From an optimization exercise on the open Yosys and OpenROAD flow, aimed at small area; shortcuts taken in it are not production practice. Function was checked by simulation only, so behaviour that the tests miss may differ from the original. The flow treats the clock pin as an ideal source, which a real chip does not have. Power and IR drop assume default switching activity.

==> flow/design.v (excerpt) <==
module processor (input clk,
                  input reset,
                  input sample_clock,
                  input [7:0] evt,
                  input [31:0] ram_dout,
                  input [31:0] osc_rom_dout,
                  output [7:0] ram_raddr,
                  output [7:0] ram_waddr,
                  output [31:0] ram_din,
                  output ram_wen,
                  output [9:0] osc_rom_raddr,
                  output clear_evt,
                  output [31:0] out);
    localparam [5:0] INIT  = 6'd0;
    localparam [5:0] WAIT  = 6'd1;
    localparam [5:0] KP0   = 6'd2;
    localparam [5:0] KP1   = 6'd3;
    localparam [5:0] KP2   = 6'd4;
    localparam [5:0] KR0   = 6'd5;
    localparam [5:0] KR1   = 6'd6;
    localparam [5:0] MRV   = 6'd7;
    localparam [5:0] MRF   = 6'd8;
    localparam [5:0] MRO   = 6'd9;
    localparam [5:0] MRC   = 6'd10;
    localparam [5:0] MFR   = 6'd11;
    localparam [5:0] MDC   = 6'd12;
    localparam [5:0] MCV   = 6'd13;
  ...
For scale: about 170 flip-flops.
Settings: LEC_CHECK=0, ABC_AREA=1, CAP_MARGIN=20, CORE_MARGIN=2, CORE_UTILIZATION=50, SLEW_MARGIN=20; clock period 20.0 ns.
standard.sh (not shown) runs the stock make flow with config.mk's settings and CLKGATE_MAP_FILE= SYNTH_SCRIPT=/design/flow/synth_recipe.tcl, a recipe that flattens the netlist after the stock synthesis.
==> flow/flow/run.sh <==
#!/bin/bash
# Own layout flow: the standard flow (standard.sh) with three changes:
#  - synthesis is the standard synthesis script, except that ABC maps the logic with
#    flow/abc_deep.script (deeper area optimisation, no timing-driven buffering or upsizing)
#    in place of ORFS's abc_area.script; registers are mapped before ABC runs, so they are the
#    standard synthesis's;
#  - the port buffers are the smallest buffer (buf_1);
#  - clock tree synthesis uses clkbuf_8 only and adds no dummy loads; then flow/cts_down.tcl
#    turns the leaf clock buffers that can be into clkbuf_4.
# Every tool's output goes to standard_flow.log here and to ORFS's own logs under orfs/logs.
set -euo pipefail
HERE=$(pwd)
export BUFFER_PORTS_ARGS="-buffer_cell sky130_fd_sc_hd__buf_1"
export CTS_ARGS="-sink_clustering_enable -repair_clock_nets -dont_use_dummy_load -buf_list {sky130_fd_sc_hd__clkbuf_8}"
cat > "$HERE/own_synth.tcl" <<EOT
proc abc {args} {
  set i [lsearch -exact \$args -script]
  if {\$i >= 0} { lset args [expr {\$i + 1}] $HERE/flow/abc_deep.script }
  yosys abc {*}\$args
}
source $HERE/synth_recipe.tcl
EOT
sed "s#SYNTH_SCRIPT=[^ ]*#SYNTH_SCRIPT=$HERE/own_synth.tcl#" standard.sh > own_standard.sh
grep -q "SYNTH_SCRIPT=$HERE/own_synth.tcl" own_standard.sh
bash own_standard.sh cts > standard_flow_to_cts.log 2>&1
RES="$HERE/orfs/results/sky130hd/processor/base" openroad -no_init -exit "$HERE/flow/cts_down.tcl" > cts_down.log 2>&1
bash own_standard.sh > standard_flow.log 2>&1
==> flow/flow/cts_down.tcl <==
# Downsizes leaf clock buffers (clkbuf_8 to clkbuf_4) of the clock tree that CTS built, one
# at a time, keeping each change only while every flip-flop clock pin's estimated slew stays
# under 0.115 ns. Reads and rewrites results/4_cts.odb.
set platform /OpenROAD-flow-scripts/flow/platforms/sky130hd
read_lef $platform/lef/sky130_fd_sc_hd.tlef
read_lef $platform/lef/sky130_fd_sc_hd_merged.lef
read_liberty $platform/lib/sky130_fd_sc_hd__tt_025C_1v80.lib
read_db $::env(RES)/4_cts.odb
read_sdc $::env(RES)/4_cts.sdc
source $platform/setRC.tcl
set_propagated_clock [all_clocks]
estimate_parasitics -placement
proc maxslew {} {
  set mx 0
  foreach pin [get_pins -hierarchical */CLK] {
    set s [get_property $pin slew_max]
    if {$s > $mx} { set mx $s }
  }
  return $mx
}
puts "max clock pin slew before: [maxslew]"
set small [get_lib_cells */sky130_fd_sc_hd__clkbuf_4]
set big [get_lib_cells */sky130_fd_sc_hd__clkbuf_8]
set n 0
foreach inst [get_cells clkbuf_*] {
  if {[get_property $inst ref_name] ne "sky130_fd_sc_hd__clkbuf_8"} { continue }
  if {[string match "clkbuf_0_*" [get_property $inst name]]} { continue }
  replace_cell $inst $small
  estimate_parasitics -placement
  if {[maxslew] > 0.115} {
    replace_cell $inst $big
    estimate_parasitics -placement
  } else {
    incr n
  }
}
puts "downsized $n clock buffers; max clock pin slew after: [maxslew]"
write_db $::env(RES)/4_cts.odb
Other scripts of this flow, unchanged in this note and not shown: flow/flow/abc_deep.script
The baseline produced a clean layout.
Next try:
--- a/flow/flow/cts_down.tcl
+++ b/flow/flow/cts_down.tcl
@@ -1,6 +1,7 @@
 # Downsizes leaf clock buffers (clkbuf_8 to clkbuf_4) of the clock tree that CTS built, one
-# at a time, keeping each change only while every flip-flop clock pin's estimated slew stays
-# under 0.115 ns. Reads and rewrites results/4_cts.odb.
-set platform /OpenROAD-flow-scripts/flow/platforms/sky130hd
+# at a time, keeping each change only while no flip-flop clock pin's estimated slew goes over
+# the larger of 0.110 ns and the largest before any change. Reads and rewrites
+# results/4_cts.odb.
+set platform $::env(FLOW_HOME)/platforms/sky130hd
 read_lef $platform/lef/sky130_fd_sc_hd.tlef
 read_lef $platform/lef/sky130_fd_sc_hd_merged.lef
@@ -19,5 +20,7 @@
   return $mx
 }
-puts "max clock pin slew before: [maxslew]"
+set before [maxslew]
+set limit [expr {max($before, 0.110)}]
+puts "max clock pin slew before: $before; limit $limit"
 set small [get_lib_cells */sky130_fd_sc_hd__clkbuf_4]
 set big [get_lib_cells */sky130_fd_sc_hd__clkbuf_8]
@@ -28,5 +31,5 @@
   replace_cell $inst $small
   estimate_parasitics -placement
-  if {[maxslew] > 0.115} {
+  if {[maxslew] > $limit} {
     replace_cell $inst $big
     estimate_parasitics -placement
Outcome: Global-route usage hardly moves; critical path depth grows by 2; worst setup slack gets worse by 0.041 ns; total power shrinks slightly; count of clock-buffer cells in the layout stays the same; combinational power rises slightly.
Next try:
--- a/flow/flow/run.sh
+++ b/flow/flow/run.sh
@@ -6,6 +6,5 @@
 #    standard synthesis's;
 #  - the port buffers are the smallest buffer (buf_1);
-#  - clock tree synthesis uses clkbuf_8 only and adds no dummy loads; then flow/cts_down.tcl
-#    turns the leaf clock buffers that can be into clkbuf_4.
+#  - clock tree synthesis uses clkbuf_8 only and adds no dummy loads.
 # Every tool's output goes to standard_flow.log here and to ORFS's own logs under orfs/logs.
 set -euo pipefail
@@ -23,5 +22,3 @@
 sed "s#SYNTH_SCRIPT=[^ ]*#SYNTH_SCRIPT=$HERE/own_synth.tcl#" standard.sh > own_standard.sh
 grep -q "SYNTH_SCRIPT=$HERE/own_synth.tcl" own_standard.sh
-bash own_standard.sh cts > standard_flow_to_cts.log 2>&1
-RES="$HERE/orfs/results/sky130hd/processor/base" openroad -no_init -exit "$HERE/flow/cts_down.tcl" > cts_down.log 2>&1
 bash own_standard.sh > standard_flow.log 2>&1
Settings changed: CORE_UTILIZATION 50 to 65.
removed: flow/flow/cts_down.tcl
Effect: Worst setup slack is worse by 0.26 ns; non-clock buffer count stays the same; clock skew is higher by 0.0047 ns; global-route usage is higher by 8.5 points; register-to-register slack is worse by 0.36 ns; final area stays flat; routed wire length is lower by a few percent; die area is lower by about a fifth; count of clock-buffer cells in the layout does not change.
Next try:
--- a/flow/flow/run.sh
+++ b/flow/flow/run.sh
@@ -6,5 +6,6 @@
 #    standard synthesis's;
 #  - the port buffers are the smallest buffer (buf_1);
-#  - clock tree synthesis uses clkbuf_8 only and adds no dummy loads.
+#  - clock tree synthesis uses clkbuf_8 only and adds no dummy loads; then flow/cts_down.tcl
+#    turns the leaf clock buffers that can be into clkbuf_4.
 # Every tool's output goes to standard_flow.log here and to ORFS's own logs under orfs/logs.
 set -euo pipefail
@@ -22,3 +23,5 @@
 sed "s#SYNTH_SCRIPT=[^ ]*#SYNTH_SCRIPT=$HERE/own_synth.tcl#" standard.sh > own_standard.sh
 grep -q "SYNTH_SCRIPT=$HERE/own_synth.tcl" own_standard.sh
+bash own_standard.sh cts > standard_flow_to_cts.log 2>&1
+RES="$HERE/orfs/results/sky130hd/processor/base" openroad -no_init -exit "$HERE/flow/cts_down.tcl" > cts_down.log 2>&1
 bash own_standard.sh > standard_flow.log 2>&1
==> flow/flow/cts_down.tcl (new file) <==
set platform $::env(FLOW_HOME)/platforms/sky130hd
read_lef $platform/lef/sky130_fd_sc_hd.tlef
read_lef $platform/lef/sky130_fd_sc_hd_merged.lef
read_liberty $platform/lib/sky130_fd_sc_hd__tt_025C_1v80.lib
read_db $::env(RES)/4_cts.odb
read_sdc $::env(RES)/4_cts.sdc
source $platform/setRC.tcl
set_propagated_clock [all_clocks]
estimate_parasitics -placement
proc maxslew {} {
  set mx 0
  foreach pin [get_pins -hierarchical */CLK] {
    set s [get_property $pin slew_max]
    if {$s > $mx} { set mx $s }
  }
  return $mx
}
set before [maxslew]
set limit [expr {min(max($before, 0.110), 0.118)}]
puts "max clock pin slew before: $before; limit $limit"
set small [get_lib_cells */sky130_fd_sc_hd__clkbuf_4]
set big [get_lib_cells */sky130_fd_sc_hd__clkbuf_8]
set n 0
foreach inst [get_cells clkbuf_*] {
  if {[get_property $inst ref_name] ne "sky130_fd_sc_hd__clkbuf_8"} { continue }
  if {[string match "clkbuf_0_*" [get_property $inst name]]} { continue }
  replace_cell $inst $small
  estimate_parasitics -placement
  if {[maxslew] > $limit} {
    replace_cell $inst $big
    estimate_parasitics -placement
  } else {
    incr n
  }
}
puts "downsized $n clock buffers; max clock pin slew after: [maxslew]"
write_db $::env(RES)/4_cts.odb
Settings changed: CORE_UTILIZATION 65 to 50.
After rerunning: The new run finished clean; design area hardly moves; routed wire length climbs by 2.3%; clock skew went down by 0.0047 ns; count of clock-buffer cells in the layout is unchanged; total power goes down by 1.4%; worst setup slack gains 0.26 ns; worst hold slack stays flat; synthesized cell count does not change.

-- static timing again, ports no longer ideal --
In the flow no input, the clock included, has a driving cell. The finished layouts below were timed again as built, in two steps. Step 1: set_driving_cell puts a clkbuf_16 on clk and a buf_2 on each other input, an assumption about the parent block. Step 2 also shifts input and output timing later by t, the mid clock arrival at the registers, as if the neighbouring blocks saw the same clock. Three values: ideal, step 1, step 2; two values: the first two.
run	t, ns	slack for setup (ns)	worst register clock-pin slew, ns
the first run	0.506	1.345 / 1.334 / 0.861	0.11 / 0.11
the second run	0.493	1.304 / 1.258 / 0.874	0.12 / 0.12
the third run	0.508	1.044 / 1.059 / 0.556	0.11 / 0.11
the fourth run	0.493	1.304 / 1.258 / 0.874	0.12 / 0.12
After both steps every run listed still meets setup and hold. For the third run, which loses most, drivers alone change the setup slack by +0.015 ns; drivers and shift together by -0.488 ns.
